From an optimization exercise on the open Yosys and OpenROAD flow, aimed at small area, a short achievable clock period and few clock cycles per item; shortcuts taken in it are not production practice.
Where RTL was checked, it was by simulation tests only, not by an equivalence proof against the original.

// decimal_to_bcd
module decimal_to_bcd #(
    parameter INPUT_WIDTH = 14,
    parameter DECIMAL_DIGITS = 4
)(
    input wire clk_i,
    input wire rst_i,
    input wire start_i,
    input wire [INPUT_WIDTH-1 : 0] binary_i,
    output reg [DECIMAL_DIGITS*4-1 : 0] bcd_o,
    output reg done_o
);
export LEC_CHECK = 0
export ABC_AREA = 1
export CAP_MARGIN = 20
export CORE_MARGIN = 2
export CORE_UTILIZATION = 40
export SLEW_MARGIN = 20
create_clock -name core_clock -period 10.0 [get_ports {clk_i}]
standard.sh (not shown) runs the stock make flow with config.mk's settings and CLKGATE_MAP_FILE= SYNTH_SCRIPT=/design/flow/synth_recipe.tcl, a recipe that flattens the netlist after the stock synthesis.
==> flow/flow/run.sh <==
#!/bin/bash
# Own layout flow: the standard layout (standard.sh), changed in three ways:
#  - synthesis is ORFS's own synth script (standard.sh synth) with ORFS's ABC
#    area script swapped for flow/abc_area.script; only the combinational
#    mapping changes, the registers and their names are the standard ones;
#  - the port buffers use the smallest buffer instead of the default cell;
#  - clock tree synthesis uses clkbuf_4 cells and no dummy load cell.
# Each make run writes its full output to a log file here (ORFS also keeps
# its per-step logs under orfs/logs).
set -euo pipefail
W=$(pwd)
BUF=sky130_fd_sc_hd__buf_1
CTS="-sink_clustering_enable -repair_clock_nets -dont_use_dummy_load -root_buf sky130_fd_sc_hd__clkbuf_4 -buf_list sky130_fd_sc_hd__clkbuf_4 -sink_clustering_size 30 -sink_clustering_max_diameter 500"
rm -rf "$W/scripts_mod"
cp -r "$FLOW_HOME/scripts" "$W/scripts_mod"
cp "$W/flow/abc_area.script" "$W/scripts_mod/abc_area.script"
bash standard.sh SCRIPTS_DIR="$W/scripts_mod" ABC_AREA=1 synth > "$W/synth.log" 2>&1
bash standard.sh "BUFFER_PORTS_ARGS=-buffer_cell $BUF" "CTS_ARGS=$CTS" finish > "$W/layout.log" 2>&1
==> flow/flow/abc_area.script <==
strash
&get -n
&dch -f
&nf -p -C 32 -F 8 -R 1000
&put
topo
buffer -c
upsize -c
dnsize -c
The first run produced a clean layout.
Then changed:
==> flow/flow/abc_area.script (replaced) <==
strash
&get -n
&dch -f
&nf -R 1000
&put
topo
buffer -c
upsize -c
dnsize -c
=> Utilization is lower by 0.26 points; wire length is lower by 2.0%; area after synthesis is lower by 1.5%; clock-buffer cell count is unchanged; cell area is lower by 1.3%.
Function was not checked in any run of this note: the RTL went through the layout flow alone.

---

## build 48
decimal_to_bcd, a different RTL version from the one above (not shown whole).
Size: roughly 18 flip-flops, about 34 I/O pins, ~1500 µm² of cells after synthesis.
## decimal_to_bcd
module decimal_to_bcd #(
    parameter INPUT_WIDTH = 14,
    parameter DECIMAL_DIGITS = 4
)(
    input wire clk_i,
    input wire rst_i,
    input wire start_i,
    input wire [INPUT_WIDTH-1 : 0] binary_i,
    output reg [DECIMAL_DIGITS*4-1 : 0] bcd_o,
    output reg done_o
);
export LEC_CHECK = 0
export ABC_AREA = 1
export CAP_MARGIN = 20
export CORE_MARGIN = 2
export CORE_UTILIZATION = 40
export SLEW_MARGIN = 20
create_clock -name core_clock -period 10.0 [get_ports {clk_i}]
==> flow/flow/abc_area.script <==
strash
&get -n
&dch -f
&nf -R 1000
&put
topo
buffer -c
upsize -c
dnsize -c
Scripts as last shown in full above: flow/flow/run.sh
Testbench counts of build 48, summed over its fixed seeds: cycles 2,048, items 2,048.
## Diff of input files: build 90 against build 48
-- flow/flow/run.sh --
<<< build 48, line 17
bash standard.sh SCRIPTS_DIR="$W/scripts_mod" ABC_AREA=1 synth > "$W/synth.log" 2>&1
bash standard.sh "BUFFER_PORTS_ARGS=-buffer_cell $BUF" "CTS_ARGS=$CTS" finish > "$W/layout.log" 2>&1
>>> build 90, line 17
bash standard.sh SCRIPTS_DIR="$W/scripts_mod" ABC_AREA=1 synth > "$W/synth.log" 2>&1
ARGS=("BUFFER_PORTS_ARGS=-buffer_cell $BUF" "CTS_ARGS=$CTS")
bash standard.sh "${ARGS[@]}" cts > "$W/layout_cts.log" 2>&1
bash standard.sh "${ARGS[@]}" SETUP_SLACK_MARGIN=5.8 SETUP_MOVE_SEQUENCE=sizeup,swap SKIP_GATE_CLONING=1 SKIP_LAST_GASP=1 grt > "$W/layout_grt.log" 2>&1
bash standard.sh "${ARGS[@]}" finish > "$W/layout.log" 2>&1
==> flow/flow/abc_area.script <==
strash
&get -n
&dch -f
&nf -R 1000
&put
topo
dnsize -c
### Flow results
Fraction of synthesized cell area in xor and xnor cells of build 90 is on par with build 48.
Of the two candidates, build 48 has the better post-placement worst setup slack and build 90 the worse one.
Build 48 → build 90: worst hold slack has remained practically unchanged; number of placement rows -about 4.5%.
Run comparison: build 90 launch point of the worst path binary_i[11]; build 48 launch point of the worst path mid[4]
Compared with build 48, in build 90 post-synthesis cell area went down; share of cell area taken by flip-flops and latches went down; fraction of the core area covered by cells at the end of the flow went up; worst-path maximum fanout went up; area enclosed by the die boundary went down.
Setup changes, build 90 to build 23
-- flow/flow/run.sh --
<<< build 90, line 17
bash standard.sh SCRIPTS_DIR="$W/scripts_mod" ABC_AREA=1 synth > "$W/synth.log" 2>&1
ARGS=("BUFFER_PORTS_ARGS=-buffer_cell $BUF" "CTS_ARGS=$CTS")
bash standard.sh "${ARGS[@]}" cts > "$W/layout_cts.log" 2>&1
bash standard.sh "${ARGS[@]}" SETUP_SLACK_MARGIN=5.8 SETUP_MOVE_SEQUENCE=sizeup,swap SKIP_GATE_CLONING=1 SKIP_LAST_GASP=1 grt > "$W/layout_grt.log" 2>&1
bash standard.sh "${ARGS[@]}" finish > "$W/layout.log" 2>&1
>>> build 23, line 17
bash standard.sh SCRIPTS_DIR="$W/scripts_mod" ABC_AREA=1 synth > "$W/synth.log" 2>&1
bash standard.sh "BUFFER_PORTS_ARGS=-buffer_cell $BUF" "CTS_ARGS=$CTS" finish > "$W/layout.log" 2>&1
## What came out
- Summary of build 23 over build 90: sequential share of cell area went up 3.9 points, post-route clock period utilization increased by 1.8 points relative to the old numbers, detailed route wirelength on metal2 shows a reduction of 370 µm, routed wire length went down 430 µm.
- [diff] time the final worst path needs with I/O delays and setup, build 23 relative to build 90: regression
- The final core utilization in build 23 was lower than what build 90 gave.
- Compared build 23 against build 90; layout buffering overhead excluding clock cells within noise.
> inputs changed (build 23 -> build 1)
-- flow/flow/run.sh --
<<< build 23, line 17
bash standard.sh SCRIPTS_DIR="$W/scripts_mod" ABC_AREA=1 synth > "$W/synth.log" 2>&1
bash standard.sh "BUFFER_PORTS_ARGS=-buffer_cell $BUF" "CTS_ARGS=$CTS" finish > "$W/layout.log" 2>&1
>>> build 1, line 17
bash standard.sh SCRIPTS_DIR="$W/scripts_mod" ABC_AREA=1 synth > "$W/synth.log" 2>&1
ARGS=("BUFFER_PORTS_ARGS=-buffer_cell $BUF" "CTS_ARGS=$CTS")
bash standard.sh "${ARGS[@]}" cts > "$W/layout_cts.log" 2>&1
bash standard.sh "${ARGS[@]}" SETUP_SLACK_MARGIN=5.6 SETUP_MOVE_SEQUENCE=sizeup,swap SKIP_GATE_CLONING=1 SKIP_LAST_GASP=1 grt > "$W/layout_grt.log" 2>&1
bash standard.sh "${ARGS[@]}" finish > "$W/layout.log" 2>&1
Notes after the runs:
The run showing the greater transition time at the pin with the least slew margin is build 23. There was hardly any difference in non-clock buffer count between build 23 and build 1. In build 1, time the final worst path needs with I/O delays and setup is lower than in build 23. Per the comparison of build 1 with build 23, fmax now sits higher; final area now sits higher.

---

## the previous run
decimal_to_bcd again, from the RTL that the note above started with.
clock: 10.0 ns
lec_check: 0
abc_area: 1
cap_margin: 20
core_margin: 2
core_utilization: 40
slew_margin: 20
==> flow/flow/run.sh <==
#!/bin/bash
# Own layout flow: the standard layout (standard.sh), changed in three ways:
#  - synthesis is ORFS's own synth script (standard.sh synth) with ORFS's ABC
#    area script swapped for flow/abc_area.script; only the combinational
#    mapping changes, the registers and their names are the standard ones;
#  - the port buffers use the smallest buffer instead of the default cell;
#  - clock tree synthesis uses clkbuf_4 cells and no dummy load cell.
# Each make run writes its full output to a log file here (ORFS also keeps
# its per-step logs under orfs/logs).
set -euo pipefail
W=$(pwd)
BUF=sky130_fd_sc_hd__buf_1
CTS="-sink_clustering_enable -repair_clock_nets -dont_use_dummy_load -root_buf sky130_fd_sc_hd__clkbuf_4 -buf_list sky130_fd_sc_hd__clkbuf_4 -sink_clustering_size 30 -sink_clustering_max_diameter 500"
rm -rf "$W/scripts_mod"
cp -r "$FLOW_HOME/scripts" "$W/scripts_mod"
cp "$W/flow/abc_area.script" "$W/scripts_mod/abc_area.script"
bash standard.sh SCRIPTS_DIR="$W/scripts_mod" ABC_AREA=1 synth > "$W/synth.log" 2>&1
bash standard.sh "BUFFER_PORTS_ARGS=-buffer_cell $BUF" "CTS_ARGS=$CTS" finish > "$W/layout.log" 2>&1
==> flow/flow/abc_area.script <==
strash
dch -f
&get -n
&dch -f
&nf -R 1000
&put
topo
dnsize -c
The previous run | status: complete | timing, DRC, antenna: pass
Testbench counts of the previous run, summed over its fixed seeds: cycles 2,048, items 2,048.
[inputs] the current run vs the previous run
==> flow/flow/abc_area.script <==
strash
&get -n
&dch -f
&nf -p -C 32 -F 8 -R 1000
&put
topo
buffer -c
upsize -c
dnsize -c
Findings:
- Measured against each other, the current run and the previous run differ in worst slack after detailed placement, the higher figure coming from the current run.
- | area after detailed placement | the current run vs the previous run | about 2.1% higher |
- Relative to the previous run, setup slack has increased by 0.096 ns in the current run.
- The current run gives more wire length reported by the detailed router than the previous run did.

---

decimal_to_bcd, a different RTL version from the one above (not shown whole).
For scale: about 240 cells after synthesis, about 18 flip-flops, roughly 34 I/O pins, roughly 1600 µm² of cells after synthesis.
==> flow/config.mk <==
export PLATFORM = sky130hd
export DESIGN_NAME = decimal_to_bcd
export DESIGN_NICKNAME = decimal_to_bcd
export VERILOG_FILES = /design/flow/design.v
export SDC_FILE = /design/flow/constraint.sdc
export NUM_CORES = 4
export LEC_CHECK = 0
export ABC_AREA = 1
export CAP_MARGIN = 20
export CORE_MARGIN = 2
export CORE_UTILIZATION = 40
export SLEW_MARGIN = 20
==> flow/constraint.sdc <==
create_clock -name core_clock -period 10.0 [get_ports {clk_i}]
set_input_delay 2.0000 -clock core_clock [delete_from_list [all_inputs] [get_ports {clk_i}]]
set_output_delay 2.0000 -clock core_clock [all_outputs]
set_load 0.01 [all_outputs]
==> flow/flow/run.sh <==
#!/bin/bash
# Own layout flow: the standard layout (standard.sh), changed in three ways:
#  - synthesis is ORFS's own synth script (standard.sh synth) with ORFS's ABC
#    area script swapped for flow/abc_area.script; only the combinational
#    mapping changes, the registers and their names are the standard ones;
#  - the port buffers use the smallest buffer instead of the default cell;
#  - clock tree synthesis runs without the dummy load cell.
# Each make run writes its full output to a log file here (ORFS also keeps
# its per-step logs under orfs/logs).
set -euo pipefail
W=$(pwd)
BUF=sky130_fd_sc_hd__buf_1
CTS="-sink_clustering_enable -repair_clock_nets -dont_use_dummy_load -sink_clustering_size 30 -sink_clustering_max_diameter 200"
rm -rf "$W/scripts_mod"
cp -r "$FLOW_HOME/scripts" "$W/scripts_mod"
cp "$W/flow/abc_area.script" "$W/scripts_mod/abc_area.script"
bash standard.sh SCRIPTS_DIR="$W/scripts_mod" ABC_AREA=1 synth > "$W/synth.log" 2>&1
bash standard.sh "BUFFER_PORTS_ARGS=-buffer_cell $BUF" "CTS_ARGS=$CTS" finish > "$W/layout.log" 2>&1
==> flow/flow/abc_area.script <==
strash
&get -n
&dch -f
&nf -R 1000
&put
topo
buffer -c
upsize -c
dnsize -c
Testbench counts at the start, summed over its fixed seeds: cycles 2,048, items 2,048.
Then changed:
==> flow/flow/abc_area.script (replaced) <==
strash
&get -n
&dch -f
&nf -R 1000
&put
topo
dnsize -c
Result: Wire length fell by 1.6%. Final cell count fell by 0.61%. Die area decreases by 4.4%. Synthesized cell count stays the same. Setup slack degrades by 0.062 ns. Clock-buffer cell count stays the same. Area after synthesis falls by 4.7%. Hold slack gets better by 0.0068 ns. Non-clock buffer count is unchanged.
Then changed:
--- a/flow/flow/run.sh
+++ b/flow/flow/run.sh
@@ -7 +7 @@
-#  - clock tree synthesis runs without the dummy load cell.
+#  - clock tree synthesis uses clkbuf_4 cells and no dummy load cell.
@@ -13 +13 @@
-CTS="-sink_clustering_enable -repair_clock_nets -dont_use_dummy_load -sink_clustering_size 30 -sink_clustering_max_diameter 200"
+CTS="-sink_clustering_enable -repair_clock_nets -dont_use_dummy_load -root_buf sky130_fd_sc_hd__clkbuf_4 -buf_list sky130_fd_sc_hd__clkbuf_4 -sink_clustering_size 30 -sink_clustering_max_diameter 500"
==> flow/flow/abc_area.script (replaced) <==
strash; balance -l; resub -K 6 -l; rewrite -l; resub -K 6 -N 2 -l; refactor -l; resub -K 8 -l; balance -l; resub -K 8 -N 2 -l; rewrite -l; resub -K 10 -l; rewrite -z -l; resub -K 10 -N 2 -l; balance -l; resub -K 12 -l; refactor -z -l; resub -K 12 -N 2 -l; rewrite -z -l; balance -l; balance -l; resub -K 6 -l; rewrite -l; resub -K 6 -N 2 -l; refactor -l; resub -K 8 -l; balance -l; resub -K 8 -N 2 -l; rewrite -l; resub -K 10 -l; rewrite -z -l; resub -K 10 -N 2 -l; balance -l; resub -K 12 -l; refactor -z -l; resub -K 12 -N 2 -l; rewrite -z -l; balance -l; dch -f; map -a; topo; stime -c
Result: The changed run finished with timing, DRC and antenna clean; maximum frequency decreases by 8.8%; setup slack got worse by 0.46 ns; clock-buffer cell count stays the same; design area climbs by 1.3%; global-route usage climbs by 1.1 points; final cell count went up by 15%.
Then changed:
==> flow/flow/abc_area.script (replaced) <==
strash
&get -n
&dch -f
&nf -R 1000
&put
topo
dnsize -c
Final cell count goes down by roughly a tenth. Core utilization falls by 0.76 points. Wire length goes down by a few percent.

---

Setup of the reference run:
Another version of the RTL of decimal_to_bcd (not shown whole).
Size: ~240 cells after synthesis, ~34 I/O pins.
Settings: LEC_CHECK=0, ABC_AREA=1, CAP_MARGIN=20, CORE_MARGIN=2, CORE_UTILIZATION=40, SLEW_MARGIN=20; clock period 10.0 ns.
==> flow/flow/run.sh <==
#!/bin/bash
# Own layout flow: the standard layout (standard.sh), changed in three ways:
#  - synthesis is ORFS's own synth script (standard.sh synth) with ORFS's ABC
#    area script swapped for flow/abc_area.script; only the combinational
#    mapping changes, the registers and their names are the standard ones;
#  - the port buffers use the smallest buffer instead of the default cell;
#  - clock tree synthesis runs without the dummy load cell.
# Each make run writes its full output to a log file here (ORFS also keeps
# its per-step logs under orfs/logs).
set -euo pipefail
W=$(pwd)
BUF=sky130_fd_sc_hd__buf_1
CTS="-sink_clustering_enable -repair_clock_nets -dont_use_dummy_load -sink_clustering_size 30 -sink_clustering_max_diameter 200"
rm -rf "$W/scripts_mod"
cp -r "$FLOW_HOME/scripts" "$W/scripts_mod"
cp "$W/flow/abc_area.script" "$W/scripts_mod/abc_area.script"
bash standard.sh SCRIPTS_DIR="$W/scripts_mod" ABC_AREA=1 synth > "$W/synth.log" 2>&1
bash standard.sh "BUFFER_PORTS_ARGS=-buffer_cell $BUF" "CTS_ARGS=$CTS" finish > "$W/layout.log" 2>&1
==> flow/flow/abc_area.script <==
strash
&get -n
&dch -f
&nf -R 1000
&put
topo
dnsize -c
Testbench counts of the reference run, summed over its fixed seeds: cycles 2,048, items 2,048.
> inputs changed (the reference run -> the trial run)
-- flow/flow/run.sh --
<<< the reference run, line 7
#  - clock tree synthesis runs without the dummy load cell.
>>> the trial run, line 7
#  - clock tree synthesis uses clkbuf_4 cells and no dummy load cell.
<<< the reference run, line 13
CTS="-sink_clustering_enable -repair_clock_nets -dont_use_dummy_load -sink_clustering_size 30 -sink_clustering_max_diameter 200"
>>> the trial run, line 13
CTS="-sink_clustering_enable -repair_clock_nets -dont_use_dummy_load -root_buf sky130_fd_sc_hd__clkbuf_4 -buf_list sky130_fd_sc_hd__clkbuf_4 -sink_clustering_size 30 -sink_clustering_max_diameter 500"
<<< the reference run, line 18
bash standard.sh "BUFFER_PORTS_ARGS=-buffer_cell $BUF" "CTS_ARGS=$CTS" finish > "$W/layout.log" 2>&1
>>> the trial run, line 18
bash standard.sh "BUFFER_PORTS_ARGS=-buffer_cell $BUF" "CTS_ARGS=$CTS" SETUP_SLACK_MARGIN=5.6 SETUP_MOVE_SEQUENCE=sizeup,swap SKIP_GATE_CLONING=1 SKIP_LAST_GASP=1 finish > "$W/layout.log" 2>&1
-- flow/flow/abc_area.script --
<<< the reference run, line 7
>>> the trial run, line 7
buffer -c
upsize -c
## What came out
Final area, the reference run and the trial run: smaller value in the reference run
Compared with the reference run, the trial run shows routed wire length that has gone up by more than 10%.
Compared with the reference run, in the trial run synthesis-to-layout area growth now larger.
met2 wire length was higher in the trial run than in the reference run.

-- separate check: timing with driven ports --
The flow's constraints put no driver on any port. The routed layouts listed below were extracted and timed again, unchanged, in two steps.
Step 1 assumes that a clkbuf_16 drives the clock port and a buf_2 every other input.
Step 2 moves the port delays by t, midway between the first and last clock arrival at a register: inputs arrive t later, outputs are due t later. That takes back most of the time a late clock gives input paths.
a / b / c = ideal ports / drivers / drivers and shift; a / b = the first two.
| run | t, ns | setup WS [ns] | worst setup path at the end | worst slew at a driven data input, ns |
|---|---|---|---|---|
| the first run of note 1 | 0.294 | 5.585 / 5.585 / 5.290 | input to register | 0.03 |
| the second run of note 1 | 0.286 | 5.533 / 5.535 / 5.248 | input to register | 0.03 |
| build 48 | 0.296 | 5.535 / 5.513 / 5.493 | input to register | 0.03 |
| build 90 | 0.297 | 5.697 / 5.686 / 5.389 | input to register | 0.04 |
| build 23 | 0.295 | 5.513 / 5.512 / 5.220 | input to register | 0.03 |
| build 1 | 0.295 | 5.731 / 5.709 / 5.449 | input to register | 0.03 |
| the previous run | 0.296 | 5.394 / 5.376 / 5.367 | input to register | 0.03 |
| the current run | 0.301 | 5.490 / 5.469 / 5.676 | input to register | 0.03 |
| the first run of note 4 | 0.268 | 5.270 / 5.247 / 5.221 | input to register | 0.03 |
| the second run of note 4 | 0.266 | 5.208 / 5.182 / 4.990 | input to register | 0.03 |
| the third run of note 4 | 0.296 | 4.745 / 4.748 / 4.452 | input to register | 0.03 |
| the fourth run of note 4 | 0.298 | 5.155 / 5.134 / 4.994 | input to register | 0.03 |
| the reference run | 0.270 | 4.784 / 4.787 / 4.517 | input to register | 0.03 |
| the trial run | 0.290 | 5.511 / 5.483 / 5.192 | input to register | 0.06 |
After both steps setup and hold are still met in every run listed. The setup slack of the trial run, which loses most, moves by -0.028 ns with the drivers and by -0.319 ns with both steps.
